Background: an optimization exercise with open tools, aiming at a short achievable clock period and few clock cycles. Do not read the settings as production practice. Only simulation tests tie the RTL to the original design; equivalence was not proved. No activity file was given, so power comes from the tool's default toggle rates.

==> design.v <==
module ALU (
    input   [3:0] func_code,
    input   [7:0] A_in,
    input   [7:0] B_in,
    input         ALU_CY_in,
    output logic  [7:0] ALU_out,
    output logic        ALU_CY_out,
    output logic        ALU_SN_out,
    output logic        ALU_ZE_out,
    output logic        ALU_OV_out
  );
  logic  [8:0] ADD_result;
  logic        ADD_overflow;
  logic  [8:0] SUB_result;
  logic        SUB_overflow;
  assign ADD_result = {1'b0, A_in} + {1'b0, B_in} + {8'b0, (func_code[0] & ALU_CY_in)};
  assign SUB_result = {1'b0, A_in} - {1'b0, B_in} - {8'b0, (func_code[0] & ALU_CY_in)};
  assign ADD_overflow = (A_in[7] &  B_in[7] & ~ADD_result[7]) | (~A_in[7] & ~B_in[7] & ADD_result[7]);
  assign SUB_overflow = (A_in[7] & ~B_in[7] & ~SUB_result[7]) | (~A_in[7] &  B_in[7] & SUB_result[7]);
  always_comb begin
    ALU_out = 8'h00;
    ALU_CY_out = 1'b0;
    ALU_OV_out = 1'b0;
    case (func_code)
      4'd0:  ALU_out = A_in & B_in;
      4'd1:  ALU_out = A_in | B_in;
      4'd2:  ALU_out = A_in ^ B_in;
      4'd3:  ALU_out = ~A_in;
      4'd4, 4'd5:
        begin
          ALU_out = ADD_result[7:0];
          ALU_CY_out = ADD_result[8];
          ALU_OV_out = ADD_overflow;
        end
      4'd6, 4'd7:
        begin
          ALU_out = SUB_result[7:0];
          ALU_CY_out = SUB_result[8];
          ALU_OV_out = SUB_overflow;
        end
      4'd8:
        begin
          ALU_out = (~A_in) + 8'd1;
          ALU_OV_out = (A_in == 8'h80);
        end
      4'd9:  ALU_out = 8'h00;
      4'd10: begin ALU_out = {A_in[6:0], 1'b0};      ALU_CY_out = A_in[7]; end
      4'd11: begin ALU_out = {A_in[6:0], ALU_CY_in}; ALU_CY_out = A_in[7]; end
      4'd12: begin ALU_out = {1'b0, A_in[7:1]};      ALU_CY_out = A_in[0]; end
      4'd13: begin ALU_out = {ALU_CY_in, A_in[7:1]}; ALU_CY_out = A_in[0]; end
      4'd14: ALU_out = A_in + 8'd1;
      4'd15: ALU_out = A_in - 8'd1;
    endcase
    ALU_SN_out = ALU_out[7];
    ALU_ZE_out = (ALU_out == 8'h00);
  end
endmodule   
module CTRL (
    input  logic [9:0]  st,            
    input  logic        hit,           
    input  logic        fetched,       
    input  logic [7:0]  op,
    input  logic [7:0]  b1,
    input  logic [7:0]  b2,
    input  logic [7:0]  inst_save,
    input  logic [7:0]  msb,
    input  logic [7:0]  mem_rdata,
    input  logic [15:0] ipc,
    input  logic [15:0] ipc1,
    input  logic [15:0] ipc2,
    input  logic [15:0] ipc3,
    input  logic [15:0] sp,
    input  logic [15:0] spm1,
    input  logic [15:0] spp1,
    input  logic [15:0] tmp,
    input  logic [63:0] regs,
    input  logic        CY, SN, ZE, OV,
    input  logic        i_OUT_wait,
    input  logic [7:0]  i_IN_reg_data,
    input  logic        i_IN_ready,
    output logic [9:0]  st_n,
    output logic [15:0] ipc_n,
    output logic        fetched_n,
    output logic        sp_we,
    output logic [15:0] sp_n,
    output logic        tmp_we,
    output logic [15:0] tmp_n,
    output logic        msb_we,
    output logic [7:0]  msb_n,
    output logic        rf_we8,
    output logic        rf_wexy,
    output logic        rf_wem,
    output logic [2:0]  rf_wa,
    output logic [7:0]  rf_wd8,
    output logic [15:0] add16_result,
    output logic        flags_we,
    output logic        cy_n, sn_n, ze_n, ov_n,
    output logic        fill,
    output logic [15:0] mem_addr,
    output logic        mem_wr_en,
    output logic [7:0]  mem_wdata,
    output logic        o_OUT_wr_en,
    output logic        o_IN_read
  );
  localparam int F = 0, E1 = 1, E2 = 2, LDW = 3, IDX = 4, CALL2 = 5, R1 = 6, R2 = 7, INW = 8, ILL = 9;
  wire [7:0]  A  = regs[7:0];
  wire [7:0]  B  = regs[15:8];
  wire [15:0] XY = {regs[39:32], regs[47:40]};
  wire [15:0] M  = {regs[55:48], regs[63:56]};
  wire [15:0] nn = {b1, b2};
  wire is_nop    = (op == 8'h00);
  wire is_mov    = (op[7:6] == 2'b01);
  wire is_ld     = (op[7:3] == 5'b10000);
  wire is_st     = (op[7:3] == 5'b10001);
  wire is_push   = (op[7:3] == 5'b10010);
  wire is_pop    = (op[7:3] == 5'b10011);
  wire is_movi   = (op[7:3] == 5'b10100);
  wire is_add16  = (op[7:3] == 5'b10101);
  wire is_alu    = (op[7:4] == 4'b1011);
  wire is_ldsp   = (op == 8'hC0);
  wire is_ldcode = (op == 8'hC1);
  wire is_gotoxy = (op == 8'hC2);
  wire is_call   = (op == 8'hC3);
  wire is_ret    = (op == 8'hC4);
  wire is_in     = (op == 8'hC5);
  wire is_out    = (op == 8'hC6);
  wire is_ldm    = (op == 8'hC7);
  wire is_stm    = (op == 8'hC8);
  wire is_cmp    = (op == 8'hC9);
  wire is_br     = (op[7:4] == 4'b1101);
  wire len2 = is_movi | is_in | is_out;
  wire len3 = is_ld | is_st | is_add16 | is_ldsp | is_call | is_ldm | is_stm | is_br;
  wire len1 = is_nop | is_mov | is_push | is_pop | is_alu | is_ldcode | is_gotoxy | is_ret | is_cmp;
  logic taken;
  wire lt_s = SN ^ OV;
  wire le_s = lt_s | ZE;
  always_comb begin
    case (op[3:0])
      4'd0:  taken = ZE;
      4'd1:  taken = ~ZE;
      4'd2:  taken = lt_s;
      4'd3:  taken = le_s;
      4'd4:  taken = ~le_s;
      4'd5:  taken = ~lt_s;
      4'd6:  taken = CY;
      4'd7:  taken = CY | ZE;
      4'd8:  taken = ~(CY | ZE);
      4'd9:  taken = ~CY;
      4'd10: taken = ~SN;
      4'd11: taken = SN;
      4'd12: taken = ~OV;
      4'd13: taken = OV;
      default: taken = 1'b1;
    endcase
  end
  wire [7:0] r_lo  = regs[8*op[2:0] +: 8];      
  wire [7:0] r_mid = regs[8*op[5:3] +: 8];      
  wire [7:0] alu_out;
  wire alu_cy, alu_sn, alu_ze, alu_ov;
  ALU MyALU (
    .func_code  (is_cmp ? 4'd6 : op[3:0]),
    .A_in       (A),
    .B_in       (B),
    .ALU_CY_in  (CY),
    .ALU_out    (alu_out),
    .ALU_CY_out (alu_cy),
    .ALU_SN_out (alu_sn),
    .ALU_ZE_out (alu_ze),
    .ALU_OV_out (alu_ov));
  assign cy_n = alu_cy;
  assign sn_n = alu_sn;
  assign ze_n = alu_ze;
  assign ov_n = alu_ov;
  logic [15:0] add16_src;
  always_comb begin
    case (op[2:1])
      2'b00: add16_src = XY;
      2'b01: add16_src = M;
      2'b10: add16_src = 16'h0000;
      2'b11: add16_src = {8'h00, A};
    endcase
  end
  assign add16_result = add16_src + nn;
  logic exec;
  always_comb begin
    st_n = st;
    ipc_n = ipc;
    fetched_n = 1'b0;
    sp_we = 1'b0;
    sp_n = spp1;
    tmp_we = 1'b0;
    tmp_n = ipc3;
    msb_we = 1'b0;
    msb_n = mem_rdata;
    rf_we8 = 1'b0;
    rf_wexy = 1'b0;
    rf_wem = 1'b0;
    rf_wa = op[2:0];
    rf_wd8 = mem_rdata;
    flags_we = 1'b0;
    exec = 1'b0;
    fill = 1'b0;
    mem_addr = ipc1;
    mem_wr_en = 1'b0;
    mem_wdata = r_lo;
    o_OUT_wr_en = 1'b0;
    o_IN_read = 1'b0;
    if (st[F])
      begin
        if (!hit && !fetched)
          begin
            mem_addr = ipc;
            fetched_n = 1'b1;
          end
        else if (!(len1 | len2 | len3))
          st_n = 10'b1 << ILL;
        else if (hit || len1)
          exec = 1'b1;
        else if (is_br && !taken)
          begin
            mem_addr = ipc3;
            ipc_n = ipc3;
            fetched_n = 1'b1;
          end
        else
          begin
            mem_addr = ipc1;
            st_n = 10'b1 << E1;
            if (is_in)
              o_IN_read = 1'b1;     
          end
      end
    if (st[E1])
      begin
        if (len2)
          exec = 1'b1;
        else
          begin
            msb_we = 1'b1;
            mem_addr = ipc2;
            st_n = 10'b1 << E2;
          end
      end
    if (st[E2])
      exec = 1'b1;
    if (st[LDW])
      begin
        rf_we8 = 1'b1;
        rf_wa = (inst_save[7:4] == 4'b1001 || inst_save[7:4] == 4'b1000) ? inst_save[2:0] : 3'd0;
        mem_addr = ipc;
        fetched_n = 1'b1;
        st_n = 10'b1 << F;
      end
    if (st[IDX])
      begin
        mem_addr = tmp;
        if (inst_save[3])
          begin
            mem_wr_en = 1'b1;
            mem_wdata = A;
            st_n = 10'b1 << F;
          end
        else
          st_n = 10'b1 << LDW;
      end
    if (st[CALL2])
      begin
        mem_addr = spm1;
        mem_wr_en = 1'b1;
        mem_wdata = tmp[15:8];
        sp_we = 1'b1;
        sp_n = spm1;
        st_n = 10'b1 << F;
      end
    if (st[R1])
      begin
        mem_addr = sp;
        sp_we = 1'b1;
        msb_we = 1'b1;
        st_n = 10'b1 << R2;
      end
    if (st[R2])
      begin
        mem_addr = {msb, mem_rdata};
        ipc_n = {msb, mem_rdata};
        fetched_n = 1'b1;
        st_n = 10'b1 << F;
      end
    if (st[INW])
      begin
        o_IN_read = 1'b1;
        if (i_IN_ready)
          begin
            rf_we8 = 1'b1;
            rf_wa = 3'd0;
            rf_wd8 = i_IN_reg_data;
            mem_addr = ipc;
            fetched_n = 1'b1;
            st_n = 10'b1 << F;
          end
      end
    if (exec)
      begin
        fill = !hit;
        st_n = 10'b1 << F;
        if (len1) ipc_n = ipc1;
        if (len2) ipc_n = ipc2;
        if (len3) ipc_n = ipc3;
        mem_addr = ipc_n;
        fetched_n = 1'b1;
        if (is_mov)
          begin
            rf_we8 = 1'b1;
            rf_wd8 = r_mid;
          end
        if (is_alu)
          begin
            rf_we8 = 1'b1;
            rf_wa = 3'd0;
            rf_wd8 = alu_out;
            flags_we = 1'b1;
          end
        if (is_cmp)
          flags_we = 1'b1;
        if (is_movi)
          begin
            rf_we8 = 1'b1;
            rf_wd8 = b1;
          end
        if (is_add16)
          begin
            rf_wexy = ~op[0];
            rf_wem  =  op[0];
          end
        if (is_ldsp)
          begin
            sp_we = 1'b1;
            sp_n = nn;
          end
        if (is_gotoxy)
          begin
            ipc_n = XY;
            mem_addr = XY;
          end
        if (is_br)
          begin
            if (taken)
              begin
                ipc_n = nn;
                mem_addr = nn;
              end
          end
        if (is_ld)
          begin
            mem_addr = nn;
            fetched_n = 1'b0;
            st_n = 10'b1 << LDW;
          end
        if (is_st)
          begin
            mem_addr = nn;
            mem_wr_en = 1'b1;
            mem_wdata = r_lo;
            fetched_n = 1'b0;
          end
        if (is_ldm | is_stm)
          begin
            tmp_we = 1'b1;
            tmp_n = nn + M;
            fetched_n = 1'b0;
            st_n = 10'b1 << IDX;
          end
        if (is_push)
          begin
            mem_addr = spm1;
            mem_wr_en = 1'b1;
            mem_wdata = r_lo;
            sp_we = 1'b1;
            sp_n = spm1;
            fetched_n = 1'b0;
          end
        if (is_pop)
          begin
            mem_addr = sp;
            sp_we = 1'b1;
            fetched_n = 1'b0;
            st_n = 10'b1 << LDW;
          end
        if (is_ldcode)
          begin
            mem_addr = XY;
            fetched_n = 1'b0;
            st_n = 10'b1 << LDW;
          end
        if (is_call)
          begin
            mem_addr = spm1;
            mem_wr_en = 1'b1;
            mem_wdata = ipc3[7:0];
            tmp_we = 1'b1;
            tmp_n = ipc3;
            sp_we = 1'b1;
            sp_n = spm1;
            ipc_n = nn;
            fetched_n = 1'b0;
            st_n = 10'b1 << CALL2;
          end
        if (is_ret)
          begin
            mem_addr = sp;
            sp_we = 1'b1;
            fetched_n = 1'b0;
            st_n = 10'b1 << R1;
          end
        if (is_out)
          begin
            if (i_OUT_wait)
              begin
                ipc_n = ipc;
                fetched_n = 1'b0;
              end
            else
              o_OUT_wr_en = 1'b1;
          end
        if (is_in)
          begin
            o_IN_read = 1'b1;
            msb_we = 1'b1;
            msb_n = b1;
            if (st[E1] && i_IN_ready)
              begin
                rf_we8 = 1'b1;
                rf_wa = 3'd0;
                rf_wd8 = i_IN_reg_data;
              end
            else
              begin
                fetched_n = 1'b0;
                st_n = 10'b1 << INW;
              end
          end
      end
    if (st[ILL])
      st_n = 10'b1 << ILL;
  end
endmodule   
module eve_core (
    input  logic         clock,
    input  logic         reset,
    output logic [15:0]  mem_addr,
    output logic         mem_wr_en,
    output logic [7:0]   mem_wdata,
    input  logic [7:0]   mem_rdata,
    output logic [7:0]   o_OUT_reg_num,
    output logic [7:0]   o_OUT_reg_data,
    output logic         o_OUT_wr_en,
    input  logic         i_OUT_wait,
    output logic [7:0]   o_IN_reg_num,
    output logic         o_IN_read,
    input  logic [7:0]   i_IN_reg_data,
    input  logic         i_IN_ready
  );
  localparam int L = 5;             
  localparam int N = 1 << L;
  localparam int F = 0, E1 = 1;
  logic [9:0]  st;            
  logic [15:0] ipc;           
  logic        fetched;       
  logic [15:0] sp;
  logic [15:0] tmp;           
  logic [7:0]  inst_save;     
  logic [7:0]  msb;           
  logic        CY, SN, ZE, OV;
  logic [63:0] regs;          
  logic        w1v;           
  logic [15:0] w1, w1m1, w1m2;
  logic [N-1:0]  c_valid;
  logic [15-L:0] c_tag [0:N-1];
  logic [7:0]    c_op  [0:N-1];
  logic [7:0]    c_b1  [0:N-1];
  logic [7:0]    c_b2  [0:N-1];
  logic [14:0]   c_pd  [0:N-1];    
  logic          e_hit;
  logic [14:0]   e_pd;
  logic [7:0]    e_op, e_b1, e_b2;
  logic [15:0] ipc1, ipc2, ipc3, spm1, spp1;
  wire hit   = e_hit;
  wire use_h = st[F] & hit;
  logic [9:0]  h_st_n,        o_st_n;
  logic [15:0] h_ipc_n,       o_ipc_n;
  logic        h_fetched_n,   o_fetched_n;
  logic        h_sp_we,       o_sp_we;
  logic [15:0] h_sp_n,        o_sp_n;
  logic        h_tmp_we,      o_tmp_we;
  logic [15:0] h_tmp_n,       o_tmp_n;
  logic        h_msb_we,      o_msb_we;
  logic [7:0]  h_msb_n,       o_msb_n;
  logic        h_rf_we8,      o_rf_we8;
  logic        h_rf_wexy,     o_rf_wexy;
  logic        h_rf_wem,      o_rf_wem;
  logic [2:0]  h_rf_wa,       o_rf_wa;
  logic [7:0]  h_rf_wd8,      o_rf_wd8;
  logic [15:0] h_add16,       o_add16;
  logic        h_flags_we,    o_flags_we;
  logic        h_cy, h_sn, h_ze, h_ov, o_cy, o_sn, o_ze, o_ov;
  logic        h_fill,        o_fill;
  logic [15:0] h_mem_addr,    o_mem_addr;
  logic        h_mem_wr_en,   o_mem_wr_en;
  logic [7:0]  h_mem_wdata,   o_mem_wdata;
  logic        h_out_wr_en,   o_out_wr_en;
  logic        h_in_read,     o_in_read;
  wire [7:0] o_op = st[F]  ? mem_rdata : inst_save;
  wire [7:0] o_b1 = st[E1] ? mem_rdata : msb;
  localparam int PD_IPC1 = 0, PD_IPC2 = 1, PD_IPC3 = 2, PD_NN = 3, PD_BR = 4, PD_XY = 5,
                 PD_SP = 6, PD_SPM1 = 7, PD_WR = 8, PD_CALL = 9, PD_OUT = 10, PD_IN = 11,
                 PD_L1 = 12, PD_L2 = 13, PD_GOTO = 14;
  wire [14:0] pd;
  assign pd[PD_L1]   = (o_op == 8'h00) | (o_op[7:6] == 2'b01) | (o_op[7:4] == 4'b1001) | (o_op[7:4] == 4'b1011) |
                       (o_op == 8'hC1) | (o_op == 8'hC2) | (o_op == 8'hC4) | (o_op == 8'hC9);
  assign pd[PD_L2]   = (o_op[7:3] == 5'b10100) | (o_op == 8'hC5) | (o_op == 8'hC6);
  assign pd[PD_GOTO] = (o_op == 8'hC2);
  assign pd[PD_IPC1] = (o_op == 8'h00) | (o_op[7:6] == 2'b01) | (o_op[7:4] == 4'b1011) | (o_op == 8'hC9);
  assign pd[PD_IPC2] = (o_op[7:3] == 5'b10100) | (o_op == 8'hC5) | (o_op == 8'hC6);
  assign pd[PD_IPC3] = (o_op[7:3] == 5'b10101) | (o_op == 8'hC0) | (o_op == 8'hC7) | (o_op == 8'hC8);
  assign pd[PD_NN]   = (o_op[7:4] == 4'b1000);
  assign pd[PD_BR]   = (o_op[7:4] == 4'b1101);
  assign pd[PD_XY]   = (o_op == 8'hC1) | (o_op == 8'hC2);
  assign pd[PD_SP]   = (o_op[7:3] == 5'b10011) | (o_op == 8'hC4);
  assign pd[PD_SPM1] = (o_op[7:3] == 5'b10010) | (o_op == 8'hC3);
  assign pd[PD_WR]   = (o_op[7:3] == 5'b10001) | (o_op[7:3] == 5'b10010) | (o_op == 8'hC3);
  assign pd[PD_CALL] = (o_op == 8'hC3);
  assign pd[PD_OUT]  = (o_op == 8'hC6);
  assign pd[PD_IN]   = (o_op == 8'hC5);
  CTRL HitCtrl (
    .st(10'b1), .hit(1'b1), .fetched(1'b1),
    .op(e_op), .b1(e_b1), .b2(e_b2), .inst_save(inst_save), .msb(msb), .mem_rdata(mem_rdata),
    .ipc(ipc), .ipc1(ipc1), .ipc2(ipc2), .ipc3(ipc3), .sp(sp), .spm1(spm1), .spp1(spp1), .tmp(tmp),
    .regs(regs), .CY(CY), .SN(SN), .ZE(ZE), .OV(OV),
    .i_OUT_wait(i_OUT_wait), .i_IN_reg_data(i_IN_reg_data), .i_IN_ready(i_IN_ready),
    .st_n(h_st_n), .ipc_n(h_ipc_n), .fetched_n(h_fetched_n), .sp_we(h_sp_we), .sp_n(h_sp_n),
    .tmp_we(h_tmp_we), .tmp_n(h_tmp_n), .msb_we(h_msb_we), .msb_n(h_msb_n),
    .rf_we8(h_rf_we8), .rf_wexy(h_rf_wexy), .rf_wem(h_rf_wem), .rf_wa(h_rf_wa), .rf_wd8(h_rf_wd8),
    .add16_result(h_add16), .flags_we(h_flags_we), .cy_n(h_cy), .sn_n(h_sn), .ze_n(h_ze), .ov_n(h_ov),
    .fill(h_fill), .mem_addr(h_mem_addr), .mem_wr_en(h_mem_wr_en), .mem_wdata(h_mem_wdata),
    .o_OUT_wr_en(h_out_wr_en), .o_IN_read(h_in_read));
  CTRL BusCtrl (
    .st(st), .hit(1'b0), .fetched(fetched),
    .op(o_op), .b1(o_b1), .b2(mem_rdata), .inst_save(inst_save), .msb(msb), .mem_rdata(mem_rdata),
    .ipc(ipc), .ipc1(ipc1), .ipc2(ipc2), .ipc3(ipc3), .sp(sp), .spm1(spm1), .spp1(spp1), .tmp(tmp),
    .regs(regs), .CY(CY), .SN(SN), .ZE(ZE), .OV(OV),
    .i_OUT_wait(i_OUT_wait), .i_IN_reg_data(i_IN_reg_data), .i_IN_ready(i_IN_ready),
    .st_n(o_st_n), .ipc_n(o_ipc_n), .fetched_n(o_fetched_n), .sp_we(o_sp_we), .sp_n(o_sp_n),
    .tmp_we(o_tmp_we), .tmp_n(o_tmp_n), .msb_we(o_msb_we), .msb_n(o_msb_n),
    .rf_we8(o_rf_we8), .rf_wexy(o_rf_wexy), .rf_wem(o_rf_wem), .rf_wa(o_rf_wa), .rf_wd8(o_rf_wd8),
    .add16_result(o_add16), .flags_we(o_flags_we), .cy_n(o_cy), .sn_n(o_sn), .ze_n(o_ze), .ov_n(o_ov),
    .fill(o_fill), .mem_addr(o_mem_addr), .mem_wr_en(o_mem_wr_en), .mem_wdata(o_mem_wdata),
    .o_OUT_wr_en(o_out_wr_en), .o_IN_read(o_in_read));
  wire [9:0]  st_n      = use_h ? h_st_n      : o_st_n;
  wire        fetched_n = use_h ? h_fetched_n : o_fetched_n;
  wire        sp_we     = use_h ? h_sp_we     : o_sp_we;
  wire [15:0] sp_n      = use_h ? h_sp_n      : o_sp_n;
  wire        tmp_we    = use_h ? h_tmp_we    : o_tmp_we;
  wire [15:0] tmp_n     = use_h ? h_tmp_n     : o_tmp_n;
  wire        msb_we    = use_h ? h_msb_we    : o_msb_we;
  wire [7:0]  msb_n     = use_h ? h_msb_n     : o_msb_n;
  wire        rf_we8    = use_h ? h_rf_we8    : o_rf_we8;
  wire        rf_wexy   = use_h ? h_rf_wexy   : o_rf_wexy;
  wire        rf_wem    = use_h ? h_rf_wem    : o_rf_wem;
  wire [2:0]  rf_wa     = use_h ? h_rf_wa     : o_rf_wa;
  wire [7:0]  rf_wd8    = use_h ? h_rf_wd8    : o_rf_wd8;
  wire [15:0] add16     = use_h ? h_add16     : o_add16;
  wire        flags_we  = use_h ? h_flags_we  : o_flags_we;
  wire        cy_n      = use_h ? h_cy        : o_cy;
  wire        sn_n      = use_h ? h_sn        : o_sn;
  wire        ze_n      = use_h ? h_ze        : o_ze;
  wire        ov_n      = use_h ? h_ov        : o_ov;
  wire        fill      = ~use_h & o_fill;
  localparam int E2 = 2, LDW = 3, IDX = 4, CALL2 = 5, R1 = 6, R2 = 7, INW = 8;
  wire fm = st[F] & ~hit &  fetched;      
  wire fb = st[F] & ~hit & ~fetched;      
  logic r_taken;
  wire  r_lt = SN ^ OV;
  wire  r_le = r_lt | ZE;
  always_comb begin
    case (mem_rdata[3:0])
      4'd0:  r_taken = ZE;
      4'd1:  r_taken = ~ZE;
      4'd2:  r_taken = r_lt;
      4'd3:  r_taken = r_le;
      4'd4:  r_taken = ~r_le;
      4'd5:  r_taken = ~r_lt;
      4'd6:  r_taken = CY;
      4'd7:  r_taken = CY | ZE;
      4'd8:  r_taken = ~(CY | ZE);
      4'd9:  r_taken = ~CY;
      4'd10: r_taken = ~SN;
      4'd11: r_taken = SN;
      4'd12: r_taken = ~OV;
      4'd13: r_taken = OV;
      default: r_taken = 1'b1;
    endcase
  end
  wire r_brnt = (mem_rdata[7:4] == 4'b1101) & ~r_taken;
  wire r_xy   = (mem_rdata == 8'hC1) | (mem_rdata == 8'hC2);
  wire r_sp   = (mem_rdata[7:3] == 5'b10011) | (mem_rdata == 8'hC4);
  wire r_push = (mem_rdata[7:3] == 5'b10010);
  wire r_in   = (mem_rdata == 8'hC5);
  logic h_taken;
  always_comb begin
    case (e_op[3:0])
      4'd0:  h_taken = ZE;
      4'd1:  h_taken = ~ZE;
      4'd2:  h_taken = r_lt;
      4'd3:  h_taken = r_le;
      4'd4:  h_taken = ~r_le;
      4'd5:  h_taken = ~r_lt;
      4'd6:  h_taken = CY;
      4'd7:  h_taken = CY | ZE;
      4'd8:  h_taken = ~(CY | ZE);
      4'd9:  h_taken = ~CY;
      4'd10: h_taken = ~SN;
      4'd11: h_taken = SN;
      4'd12: h_taken = ~OV;
      4'd13: h_taken = OV;
      default: h_taken = 1'b1;
    endcase
  end
  wire h_call  = e_pd[PD_CALL];
  wire h_out   = e_pd[PD_OUT];
  wire h_in    = e_pd[PD_IN];
  wire h_ipc1  = e_pd[PD_IPC1];
  wire h_ipc2  = e_pd[PD_IPC2];
  wire h_ipc3  = e_pd[PD_IPC3];
  wire h_nn    = e_pd[PD_NN];
  wire h_br    = e_pd[PD_BR];
  wire h_xy    = e_pd[PD_XY];
  wire h_sp    = e_pd[PD_SP];
  wire h_spm1  = e_pd[PD_SPM1];
  wire s_nn    = (inst_save[7:4] == 4'b1000) | (inst_save[7:4] == 4'b1101);    
  wire s_st    = (inst_save[7:3] == 5'b10001);
  wire s_call  = (inst_save == 8'hC3);
  wire a_ipc  = fb | st[LDW] | st[INW];
  wire a_ipc1 = (fm & ~(r_brnt | r_xy | r_sp | r_push)) | (use_h & h_ipc1);
  wire a_ipc2 = st[E1] | (use_h & h_ipc2);
  wire a_ipc3 = (fm & r_brnt) | (use_h & h_ipc3) | (use_h & h_br & ~h_taken) | (st[E2] & ~s_nn & ~s_call);
  wire a_hnn  = (use_h & h_nn) | (use_h & h_br & h_taken);
  wire a_rnn  = (st[E2] & s_nn) | st[R2];
  wire a_xy   = (fm & r_xy) | (use_h & h_xy);
  wire a_sp   = (fm & r_sp) | (use_h & h_sp) | st[R1];
  wire a_spm1 = (fm & r_push) | (use_h & h_spm1) | (st[E2] & s_call) | st[CALL2];
  wire a_tmp  = st[IDX];
  assign mem_addr = ({16{a_ipc}}  & ipc)
                  | ({16{a_ipc1}} & ipc1)
                  | ({16{a_ipc2}} & ipc2)
                  | ({16{a_ipc3}} & ipc3)
                  | ({16{a_hnn}}  & {e_b1, e_b2})
                  | ({16{a_rnn}}  & {msb, mem_rdata})
                  | ({16{a_xy}}   & {regs[39:32], regs[47:40]})
                  | ({16{a_sp}}   & sp)
                  | ({16{a_spm1}} & spm1)
                  | ({16{a_tmp}}  & tmp);
  assign mem_wr_en = (use_h & e_pd[PD_WR])
                   | (fm & r_push)
                   | (st[E2] & (s_st | s_call))
                   | (st[IDX] & inst_save[3])
                   | st[CALL2];
  wire [7:0] wd_bus  = regs[8*mem_rdata[2:0] +: 8];
  wire [7:0] wd_hit  = h_call ? ipc3[7:0] : regs[8*e_op[2:0] +: 8];
  wire [7:0] wd_save = s_call ? ipc3[7:0] : regs[8*inst_save[2:0] +: 8];
  assign mem_wdata = fm       ? wd_bus :
                     use_h    ? wd_hit :
                     st[IDX]  ? regs[7:0] :
                     st[CALL2] ? tmp[15:8] :
                     wd_save;
  assign o_OUT_wr_en = ~i_OUT_wait & ((use_h & h_out) | (st[E1] & (inst_save == 8'hC6)));
  assign o_IN_read   = (use_h & h_in) | (fm & r_in) | (st[E1] & (inst_save == 8'hC5)) | st[INW];
  wire r_goto = (mem_rdata == 8'hC2);
  wire r_len1 = (mem_rdata == 8'h00) | (mem_rdata[7:6] == 2'b01) | (mem_rdata[7:4] == 4'b1001) |
                (mem_rdata[7:4] == 4'b1011) | (mem_rdata == 8'hC1) | (mem_rdata == 8'hC2) |
                (mem_rdata == 8'hC4) | (mem_rdata == 8'hC9);
  wire s_len2 = (inst_save[7:3] == 5'b10100) | (inst_save == 8'hC5) | (inst_save == 8'hC6);
  wire s_out  = (inst_save == 8'hC6);
  wire s_jump = (inst_save[7:4] == 4'b1101) | (inst_save == 8'hC3);      
  wire h_wait = e_pd[PD_OUT] & i_OUT_wait;
  wire h_jump = e_pd[PD_CALL] | (e_pd[PD_BR] & h_taken);
  wire n_ipc  = fb | (fm & ~r_len1 & ~r_brnt) | (use_h & h_wait) |
                (st[E1] & ~(s_len2 & ~(s_out & i_OUT_wait))) |
                st[LDW] | st[IDX] | st[CALL2] | st[R1] | st[INW] | st[9];
  wire n_ipc1 = (fm & r_len1 & ~r_goto) | (use_h & e_pd[PD_L1] & ~e_pd[PD_GOTO]);
  wire n_ipc2 = (use_h & e_pd[PD_L2] & ~h_wait) | (st[E1] & s_len2 & ~(s_out & i_OUT_wait));
  wire n_ipc3 = (fm & r_brnt) | (use_h & ~e_pd[PD_L1] & ~e_pd[PD_L2] & ~h_jump) | (st[E2] & ~s_jump);
  wire n_xy   = (fm & r_goto) | (use_h & e_pd[PD_GOTO]);
  wire n_hnn  = use_h & h_jump;
  wire n_rnn  = (st[E2] & s_jump) | st[R2];
  wire [15:0] xy   = {regs[39:32], regs[47:40]};
  wire [15:0] hnn  = {e_b1, e_b2};
  wire [15:0] rnn  = {msb, mem_rdata};
  wire [15:0] ipc4 = ipc + 16'd4;
  wire [15:0] ipc5 = ipc + 16'd5;
  wire [15:0] ipc6 = ipc + 16'd6;
  function automatic [15:0] pick(input [15:0] v_ipc, v_ipc1, v_ipc2, v_ipc3, v_xy, v_hnn, v_rnn);
    pick = ({16{n_ipc}}  & v_ipc)  | ({16{n_ipc1}} & v_ipc1) | ({16{n_ipc2}} & v_ipc2) |
           ({16{n_ipc3}} & v_ipc3) | ({16{n_xy}}   & v_xy)   | ({16{n_hnn}}  & v_hnn)  |
           ({16{n_rnn}}  & v_rnn);
  endfunction
  wire [15:0] ipc_n  = pick(ipc,  ipc1, ipc2, ipc3, xy,          hnn,          rnn);
  wire [15:0] ipc1_n = pick(ipc1, ipc2, ipc3, ipc4, xy + 16'd1, hnn + 16'd1, rnn + 16'd1);
  wire [15:0] ipc2_n = pick(ipc2, ipc3, ipc4, ipc5, xy + 16'd2, hnn + 16'd2, rnn + 16'd2);
  wire [15:0] ipc3_n = pick(ipc3, ipc4, ipc5, ipc6, xy + 16'd3, hnn + 16'd3, rnn + 16'd3);
  assign o_OUT_reg_num  = use_h ? e_b1 : mem_rdata;
  assign o_OUT_reg_data = regs[7:0];
  assign o_IN_reg_num   = st[E1] ? mem_rdata : msb;
  wire [L-1:0] idx   = ipc[L-1:0];
  wire [L-1:0] idx_n = ipc_n[L-1:0];
  wire [15:0] w1m1_n = mem_addr - 16'd1;
  wire [15:0] w1m2_n = mem_addr - 16'd2;
  logic [N-1:0] inval;      
  logic [N-1:0] match;      
  always_comb
    for (int i = 0; i < N; i++)
      begin
        inval[i] = w1v && ((c_tag[i] == w1[15:L]   && i == w1[L-1:0]) ||
                           (c_tag[i] == w1m1[15:L] && i == w1m1[L-1:0]) ||
                           (c_tag[i] == w1m2[15:L] && i == w1m2[L-1:0]));
        match[i] = c_valid[i] && !inval[i] && (c_tag[i] == ipc_n[15:L]);
      end
  always_ff @(posedge clock)
    begin
      if (reset)
        begin
          st        <= 10'b1;
          ipc       <= 16'h0000;
          ipc1      <= 16'h0001;
          ipc2      <= 16'h0002;
          ipc3      <= 16'h0003;
          spm1      <= 16'hFFFF;
          spp1      <= 16'h0001;
          fetched   <= 1'b0;
          sp        <= 16'h0000;
          CY        <= 1'b0;
          SN        <= 1'b0;
          ZE        <= 1'b0;
          OV        <= 1'b0;
          regs      <= 64'h0;
          w1v       <= 1'b0;
          c_valid   <= '0;
          e_hit     <= 1'b0;
        end
      else
        begin
          st      <= st_n;
          ipc     <= ipc_n;
          ipc1    <= ipc1_n;
          ipc2    <= ipc2_n;
          ipc3    <= ipc3_n;
          fetched <= fetched_n;
          if (sp_we)
            begin
              sp   <= sp_n;
              spm1 <= sp_n - 16'd1;
              spp1 <= sp_n + 16'd1;
            end
          if (flags_we)
            begin
              CY <= cy_n;
              SN <= sn_n;
              ZE <= ze_n;
              OV <= ov_n;
            end
          if (rf_we8)
            regs[8*rf_wa +: 8] <= rf_wd8;
          else if (rf_wexy)
            begin
              regs[39:32] <= add16[15:8];
              regs[47:40] <= add16[7:0];
            end
          else if (rf_wem)
            begin
              regs[55:48] <= add16[15:8];
              regs[63:56] <= add16[7:0];
            end
          w1v <= mem_wr_en;
          for (int i = 0; i < N; i++)
            begin
              if (inval[i])
                c_valid[i] <= 1'b0;
              else if (fill && i == idx)
                c_valid[i] <= 1'b1;
            end
          e_hit <= match[idx_n] && !(fill && idx_n == idx) &&
                   !(mem_wr_en && ((mem_addr == ipc_n) || (w1m1_n == ipc_n) || (w1m2_n == ipc_n)));
        end
      w1   <= mem_addr;
      w1m1 <= w1m1_n;
      w1m2 <= w1m2_n;
      e_op <= c_op[idx_n];
      e_b1 <= c_b1[idx_n];
      e_b2 <= c_b2[idx_n];
      e_pd <= c_pd[idx_n];
      if (st[F])
        inst_save <= use_h ? e_op : mem_rdata;
      if (msb_we)
        msb <= msb_n;
      if (tmp_we)
        tmp <= tmp_n;
      if (fill)
        begin
          c_tag[idx] <= ipc[15:L];
          c_op[idx]  <= o_op;
          c_b1[idx]  <= o_b1;
          c_b2[idx]  <= mem_rdata;
          c_pd[idx]  <= pd;
        end
    end
endmodule   
==> run.sh <==
#!/bin/bash
# synth_recipe.tcl (not shown) runs the flow's synth.tcl, then flattens the netlist and writes it again
# the make line also repeats each setting of config.mk as NAME=value (left out here)
make -C /OpenROAD-flow-scripts/flow DESIGN_CONFIG=/design/flow/config.mk WORK_HOME=/design/flow/orfs CLKGATE_MAP_FILE= SYNTH_SCRIPT=/design/flow/synth_recipe.tcl finish
==> config.mk <==
export PLATFORM = sky130hd
export DESIGN_NAME = eve_core
export DESIGN_NICKNAME = eve_core
export VERILOG_FILES = /design/flow/design.v
export SDC_FILE = /design/flow/constraint.sdc
export NUM_CORES = 4
export LEC_CHECK = 0
export CAP_MARGIN = 20
export CORE_MARGIN = 2
export CORE_UTILIZATION = 40
export SETUP_SLACK_MARGIN = 4
export SLEW_MARGIN = 20
export TNS_END_PERCENT = 5
==> constraint.sdc <==
create_clock -name core_clock -period 9.0 [get_ports {clock}]
set_input_delay 1.8000 -clock core_clock [delete_from_list [all_inputs] [get_ports {clock}]]
set_output_delay 1.8000 -clock core_clock [all_outputs]
set_load 0.01 [all_outputs]
==> results.sh, run 1 <==
export IMPL_status="no timing/DRC/antenna violations"
export IMPL_synth_seq_cells=1909
export IMPL_cts_clk_slew_worst_paths_ns=0.06
export IMPL_place_ws_ns=1.39
export IMPL_clockRootBuffer="clkbuf_16"
export IMPL_wl_per_cell_microns=34.1
export IMPL_port_buffers=70
export IMPL_intPower_mw=20.4
export IMPL_synth_top_cell_by_area="edfxtp_1"
export IMPL_hold_start="c_valid[1]$_SDFFE_PP0P_"
export IMPL_finalSetupViolations=0
export IMPL_max_cap_violations=0
export IMPL_yosys_area_top_type_share_pct=44.4
export IMPL_fp_dieW_microns=524
export IMPL_cp_arrival_ns=4.46
export IMPL_synth_flop_cell="edfxtp_1"
export IMPL_swShare_pct=42.4
export IMPL_syn_area_sq_um=108000
export IMPL_hold_viol_final=0
export IMPL_reg2reg_depth=17
export IMPL_setup_tns_ns=0
export IMPL_nets=10800
export IMPL_pwr_share_clk_pct=24.4
export IMPL_slew_violations=0
export IMPL_startpoint_type="input port"
export IMPL_hold_class="register to register"
export IMPL_r2r_start="e_hit$_SDFF_PP0_"
export IMPL_num_rows=190
export IMPL_routed_wl_microns=491000
export IMPL_power_density_nw_per_um2=281
export IMPL_synth_area_leaders="edfxtp_1 44%, xor2_1 7.7%, xnor2_1 6.6%"
export IMPL_post_route_min_period_ns=6.26
export IMPL_grt_pass1_wl_microns=678000
export IMPL_tritoncts="yes"
export IMPL_seq_area_frac_synth_pct=50.1
export IMPL_dpl_instance_area_sq_um=114000
export IMPL_gp_congestion=1.06
export IMPL_grt_max_degree=110
export IMPL_fmax_ghz=0.160
export IMPL_drt_pre_antenna_iters=16
export IMPL_hold_depth=2
export IMPL_avgSynthCellArea_sq_um=10.3
export IMPL_cp_required_ns=7.20
export IMPL_drive_above_1_share_pct=13.6
export IMPL_synthArstFlopShare_pct=0
export IMPL_p_leak_nw=43.2
export IMPL_detailed_place_hpwl_microns=297000
export IMPL_seq_power_share_pct=31.8
export IMPL_max_slew_margin_pct=13.3
export IMPL_grt_usage_pct=34.5
export IMPL_drcViolationCount=0
export IMPL_most_common_layout_cells="1,783 x nand2_1, 1,600 x edfxtp_1, 945 x xor2_1, 815 x xnor2_1, 469 x nor2_1"
export IMPL_cts_sinks=1909
export IMPL_p_switching_mw=15.0
export IMPL_crit_family="compound AO/OA/AOI/OAI gates"
export IMPL_crit_buf_inv=8
export IMPL_setup_slack_ns=2.74
export IMPL_grt_setup_unrepaired="yes"
export IMPL_route_antenna_remaining_nets=0
export IMPL_grt_pass1_vias=88300
export IMPL_nFillCells=24400
export IMPL_vias=94600
export IMPL_clock_path_buffers=4
export IMPL_crit_chain="buf_16 > clkinv_8 > buf_12 > ha_4 > o21ai_0 > o311a_1 > mux2i_2 > o22ai_4 > buf_4 > buf_6 > o21ai_4 > buf_12 > a22o_1 > a211oi_4 > inv_2 > buf_6"
export IMPL_syn_nets=10700
export IMPL_drt_iter0_markers=15400
export IMPL_vdd_drop_max_mv=0.223
export IMPL_synth_distinct_cells=96
export IMPL_htreeDepth=4
export IMPL_min_period_over_period_pct=69.5
export IMPL_ioPinCount=71
export IMPL_initial_core_util_pct=40.3
export IMPL_critPathSlowestCell="a211oi_4"
export IMPL_cp_end_kind="output pin"
export IMPL_die_area_sq_um=275000
export IMPL_layout_commonest_cell="nand2_1"
export IMPL_path_class="input port to output pin"
export IMPL_path_max_fanout=14
export IMPL_design_area_sq_um=126000
export IMPL_cp_depth=16
export IMPL_fp_dieH_microns=524
export IMPL_area_growth_pct=16.6
export IMPL_final_core_util_pct=47.0
export IMPL_cts_made_buffers=208
export IMPL_clock_latency_ns=0.93
export IMPL_syn_inst=10600
export IMPL_coreArea_sq_um=269000
export IMPL_postCtsHoldBufs=0
export IMPL_combPwrFrac_pct=43.8
export IMPL_antenna_found_initial=35
export IMPL_crit_start="mem_rdata[0]"
export IMPL_synth_warnings=3
export IMPL_grt_overflow=0
export IMPL_fin_skew_ns=0.0839
export IMPL_synth_edf_count=1600
export IMPL_routed_via_density=6.58
export IMPL_slowest_delay_ns=0.40
export IMPL_tightest_slew_ns=1.29
-- routing by layer --
layer | part of all wire [%] | routed length, microns | GRT usage, %
met5 | 0.047 | 232 | 0
met4 | 6.9 | 33800 | 19.5
met3 | 14 | 66800 | 10.8
met2 | 41 | 203000 | 49.6
met1 | 38 | 187000 | 45.8
-- layout make-up --
cell class                 instances  area (sq um)  share of cell area, %
timing repair buffer             738          7940                   6.29
tap                             3552          4440                   3.52
antenna                           24          60.1                 0.0476
sequential                      1909         54300                   43.1
inverter                         140           588                  0.466
clock buffer                     278          5730                   4.54
clock inverter                   100          1060                  0.837
multi-input combinational       7638         52000                   41.2
-- registers in the layout (all words and copies together), names as in the netlist, 32 cells and up --
register / flops
c_valid: 32
c_tag: 352
c_b1: 256
regs: 64
c_op: 256
c_b2: 256
c_pd: 448
-- through the flow --
stage	instances	power (mW)	hold WS (ns)
after global placement	13700	24.6	0.499
after global routing	14400	36.3	0.529
after CTS	14300	34.4	0.511
after floorplan	10600	19.3	0.432
final	14400	35.4	0.513
after detailed placement	13700	24.7	0.503
-- worst reg2reg max path, stage by stage, from the launching register on --
cell	delay, ns
dfxtp_2	0.66
nor3b_1	0.13
or3_1	0.71
a311o_1	0.64
a211oi_4	0.46
a21o_2	0.41
o21ai_0	0.12
a221o_2	0.52
buf_4	0.35
xor2_1	0.21
nor4_1	0.41
nand3_1	0.15
nand3_1	0.11
a21oi_1	0.10
nor4b_1	0.26
buf_4	0.20
o21a_1	0.29
o211a_1	0.20
-- synthesized netlist by cell type (76+ instances only) --
| cell type | number |
|---|---|
| a311oi_1 | 278 |
| nor4_1 | 273 |
| mux2i_1 | 80 |
| nand4_1 | 165 |
| buf_1 | 171 |
| nand3_1 | 466 |
| dfxtp_1 | 309 |
| nor3_1 | 109 |
| clkbuf_1 | 611 |
| a31oi_1 | 106 |
| inv_1 | 128 |
| a21oi_1 | 353 |
| nor2_1 | 514 |
| xnor2_1 | 817 |
| nand2_1 | 1793 |
| xor2_1 | 946 |
| o21ai_0 | 209 |
| a221oi_1 | 96 |
| edfxtp_1 | 1600 |
| and3_1 | 192 |
| ha_1 | 128 |
| buf_2 | 76 |
-- power by group through the flow --
stage	registers [mW]	logic, mW	clock network [mW]
after floorplan	10.6	8.70	0
after global placement	11.4	13.2	0
after detailed placement	11.4	13.3	0
after CTS	11.2	14.5	8.70
after global routing	11.2	16.1	9.06
final	11.3	15.5	8.65
-- cells by family after synthesis --
logic type	after synthesis	share of synthesized area, %
simple gates	3881	16.8
flops	1909	50.1
xor+xnor	1763	14.3
compound gates	1691	11.2
buf+inv	1015	3.68
mux	162	2.26
fa+ha+maj	134	1.59
-- timing repair --
item / CTS / global route
endpoints found under the setup margin: 1750 / 661
pin swaps: 75 / 64
gates cloned: 29 / 2
hold endpoints to repair: 0 / 0
setup buffers: 160 / 82
gates resized for setup: 432 / 156
-- path summary, 6_finish.rpt --
path	to	slack (ns)
setup reg to reg	e_hit$_SDFF_PP0_	3.01
setup / recovery	mem_addr[1]	2.74
hold reg to reg	c_valid[1]$_SDFFE_PP0P_	0.51
hold / removal	c_valid[1]$_SDFFE_PP0P_	0.51
Testbench counts, summed over its fixed seeds: cycles 308,610.
==> run 2: changes to the inputs <==
==> flow/run.sh (new file) <==
#!/bin/bash
# Layout flow: the standard flow (standard.sh) with two changes to how the
# layout is made: the I/O port buffers inserted at placement are
# sky130_fd_sc_hd__buf_6 cells, and timing repair may resize a cell to any cell
# of the same function (not only one with the same footprint). The make output
# goes to flow_make.log in the work folder; ORFS's own logs stay under orfs/logs.
set -euo pipefail
bash standard.sh "BUFFER_PORTS_ARGS=-buffer_cell sky130_fd_sc_hd__buf_6" MATCH_CELL_FOOTPRINT=0 finish > flow_make.log 2>&1
==> standard.sh (new file) <==
#!/bin/bash
# synth_recipe.tcl (not shown) runs the flow's synth.tcl, then flattens the netlist and writes it again
# the make line also repeats each setting of config.mk as NAME=value (left out here)
make -C /OpenROAD-flow-scripts/flow DESIGN_CONFIG=/design/flow/config.mk WORK_HOME=/design/flow/orfs CLKGATE_MAP_FILE= SYNTH_SCRIPT=/design/flow/synth_recipe.tcl "${@:-finish}"
--- a/config.mk
+++ b/config.mk
@@ -11,3 +11,3 @@
 export SETUP_SLACK_MARGIN = 4
 export SLEW_MARGIN = 20
-export TNS_END_PERCENT = 5
+export TNS_END_PERCENT = 100
removed: run.sh
==> results.sh, run 2 <==
export IMPL_status="no timing/DRC/antenna violations"
export IMPL_routed_wl_microns=528000
export IMPL_power_density_nw_per_um2=288
export IMPL_place_ws_ns=1.32
export IMPL_vias=97600
export IMPL_clock_latency_ns=0.93
export IMPL_die_area_sq_um=275000
export IMPL_tritoncts="yes"
export IMPL_synth_warnings=3
export IMPL_routed_via_density=6.69
export IMPL_synthAdderAreaFrac_pct=1.59
export IMPL_yosys_cell_count_top_type="nand2_1"
export IMPL_cts_clk_slew_worst_paths_ns=0.06
export IMPL_fin_skew_ns=0.0637
export IMPL_nets=11000
export IMPL_ioPinCount=71
export IMPL_path_max_fanout=16
export IMPL_synth_area_leaders="edfxtp_1 44%, xor2_1 7.7%, xnor2_1 6.6%"
export IMPL_cp_end_kind="output pin"
export IMPL_drive_above_1_share_pct=18.1
export IMPL_seq_area_frac_synth_pct=50.1
export IMPL_gp_congestion=1.03
export IMPL_clock_path_buffers=4
export IMPL_post_route_min_period_ns=6.09
export IMPL_grt_setup_unrepaired="yes"
export IMPL_hold_class="register to register"
export IMPL_tightest_slew_ns=1.36
export IMPL_slowest_delay_ns=0.43
export IMPL_htreeDepth=4
export IMPL_crit_chain="buf_16 > clkinv_8 > ha_4 > buf_12 > buf_4 > a32oi_1 > o41ai_2 > buf_6 > a22oi_1 > o211ai_1 > a221oi_4 > inv_2 > buf_6"
export IMPL_final_cells=14600
export IMPL_grt_overflow=0
export IMPL_synth_top_cell_by_area="edfxtp_1"
export IMPL_regMostFlops="c_pd"
export IMPL_antenna_found_initial=44
export IMPL_critPathSlowestCell="a22oi_1"
export IMPL_cpMostUsedCell="buf_6"
export IMPL_initial_core_util_pct=40.3
export IMPL_synth_flop_cell="edfxtp_1"
export IMPL_hold_ws_ns=0.457
export IMPL_synthSimpleGateAreaFrac_pct=16.8
export IMPL_drt_iter0_markers=16500
export IMPL_setup_slack_ns=2.91
export IMPL_clockRootBuffer="clkbuf_16"
export IMPL_max_slew_margin_pct=8.35
export IMPL_synth_seq_cells=1909
export IMPL_fp_dieW_microns=524
export IMPL_vdd_drop_max_mv=0.242
export IMPL_layout_commonest_cell="nand2_1"
export IMPL_min_period_over_period_pct=67.6
export IMPL_fmax_ghz=0.164
export IMPL_grt_pass1_wl_microns=708000
export IMPL_syn_nets=10700
export IMPL_dpl_instance_area_sq_um=115000
export IMPL_design_area_sq_um=131000
export IMPL_port_buffers=70
export IMPL_synth_edf_count=1600
export IMPL_area_growth_pct=21.4
export IMPL_reg_largest_list="c_pd (448), c_tag (352)"
export IMPL_detailed_place_hpwl_microns=299000
export IMPL_cp_arrival_ns=4.29
export IMPL_p_leak_nw=45.5
export IMPL_drcViolationCount=0
export IMPL_coreArea_sq_um=269000
export IMPL_drt_pre_antenna_iters=8
export IMPL_fp_dieH_microns=524
export IMPL_synthTopCellsByCount="1,793 x nand2_1, 1,600 x edfxtp_1, 946 x xor2_1"
export IMPL_route_antenna_remaining_nets=0
export IMPL_synth_mux_area_share_pct=2.26
export IMPL_synth_distinct_cells=96
export IMPL_cp_required_ns=7.20
export IMPL_largest_reg_flops=448
export IMPL_hold_viol_final=0
export IMPL_grt_pass1_vias=89600
export IMPL_syn_area_sq_um=108000
export IMPL_cts_sinks=1909
export IMPL_crit_family="compound AO/OA/AOI/OAI gates"
export IMPL_max_cap_violations=0
export IMPL_grt_max_degree=108
export IMPL_synth_compound_area_share_pct=11.2
export IMPL_wl_per_cell_microns=36.2
export IMPL_synth_top_family_by_area="simple AND/OR/NAND/NOR gates"
export IMPL_syn_inst=10600
export IMPL_setup_tns_ns=0
export IMPL_cts_made_buffers=209
export IMPL_dp_cells=13700
export IMPL_synth_xor_area_share_pct=14.3
export IMPL_slew_violations=0
export IMPL_yosys_area_top_type_share_pct=44.4
export IMPL_finalSetupViolations=0
export IMPL_avgSynthCellArea_sq_um=10.3
export IMPL_path_class="input port to output pin"
export IMPL_grt_usage_pct=36.3
export IMPL_num_rows=190
export IMPL_synthArstFlopShare_pct=0
export IMPL_startpoint_type="input port"
export IMPL_crit_buf_inv=7
export IMPL_most_common_layout_cells="1,758 x nand2_1, 1,600 x edfxtp_1, 944 x xor2_1, 809 x xnor2_1, 542 x buf_4"
==> run 2: cell counts after synthesis <==
Identical to the previous run, type by type.
==> run 2: tightest hold or removal path: cells and delay by family, from the launching register on <==
family,cells,cell delay (ns)
AOI/OAI and AO/OA,1,0.05
DFF,1,0.31
and+or+nand+nor,1,0.05
==> run 2: through the flow <==
stage,power (mW),utilization (%)
global route,38.5,48.9
CTS,35.6,47.4
detailed placement,25.0,42.9
floorplan,19.7,-
finish,37.8,48.9
global placement,24.9,42.9
==> run 2: area by class of cell <==
class	instances	area (sq um)
fillers	23800	137000
flip-flops and latches	1909	54300
multi-input cells	7636	53700
repair buffers	937	11200
clock buffers	280	5840
well taps	3552	4440
clock inverters	103	1140
inverters	140	603
diodes	26	65.1
repair inverters	1	5.00
==> run 2: routing by layer <==
| metal | track usage (%) | vias up | share of wire (%) |
|---|---|---|---|
| met5 | 0 | - | 0.058 |
| met4 | 22.2 | 36 | 7.9 |
| met3 | 12.3 | 2124 | 15 |
| met2 | 51.6 | 8190 | 41 |
| met1 | 47.4 | 48100 | 37 |
| li1 | - | 39100 | - |
==> run 2: power by group <==
| group | switching [mW] | internal [mW] | total [mW] |
|---|---|---|---|
| clock network | 3.77 | 5.18 | 8.95 |
| logic | 11.4 | 6.22 | 17.6 |
| registers | 1.05 | 10.2 | 11.2 |
| total | 16.2 | 21.6 | 37.8 |
==> run 2: cells by family after synthesis <==
logic type / count (synthesis)
xor gates and xnor gates: 1763
AOI/OAI and AO/OA: 1691
muxes: 162
DFF: 1909
and+or+nand+nor: 3881
adders and majority gates: 134
buffers and inverters: 1015
==> run 2: what timing repair did <==
action / in CTS / in global routing
cloned: 68 / 42
pin swaps: 94 / 219
endpoints found under the setup margin: 1766 / 153
hold buffers: 0 / 0
buffers inserted: 222 / 162
resized for setup: 392 / 372
==> run 2: final timing paths <==
check	endpoint	cells past startpoint	slack [ns]	startpoint
worst max-delay path	mem_addr[10]	13	2.91	mem_rdata[0]
worst min-delay path	sp[7]$_SDFFE_PP0P_	2	0.46	sp[7]$_SDFFE_PP0P_
worst max register to register	e_hit$_SDFF_PP0_	17	3.63	st[0]$_SDFF_PP1_
worst min register to register	sp[7]$_SDFFE_PP0P_	2	0.46	sp[7]$_SDFFE_PP0P_

afterwards: timing with drivers on the ports:
The results above use ideal ports. As a check the final layouts listed here were re-extracted and re-timed, cells and wires unchanged. Step 1: set_driving_cell puts a clkbuf_16 on clock and a buf_2 on each other input, an assumption about the parent block. Step 2 times the ports against the registers' clock, not the clock port: input delays grow and output delays shrink by t, the midpoint of the rising clock arrivals with the driver on. Three values: ideal, step 1, step 2; two values: the first two.
| run | t, ns | setup slack, ns | clock arrival spread, ns | worst register clock-pin slew, ns |
|---|---|---|---|---|
| run 1 | 0.983 | 2.742 / 2.658 / 1.980 | 0.083 / 0.084 | 0.07 / 0.07 |
| run 2 | 1.010 | 2.913 / 2.601 / 2.242 | 0.065 / 0.064 | 0.07 / 0.07 |
After both steps every run listed still meets setup and hold. For run 1, which loses most, drivers alone change the setup slack by -0.084 ns; drivers and shift together by -0.762 ns.
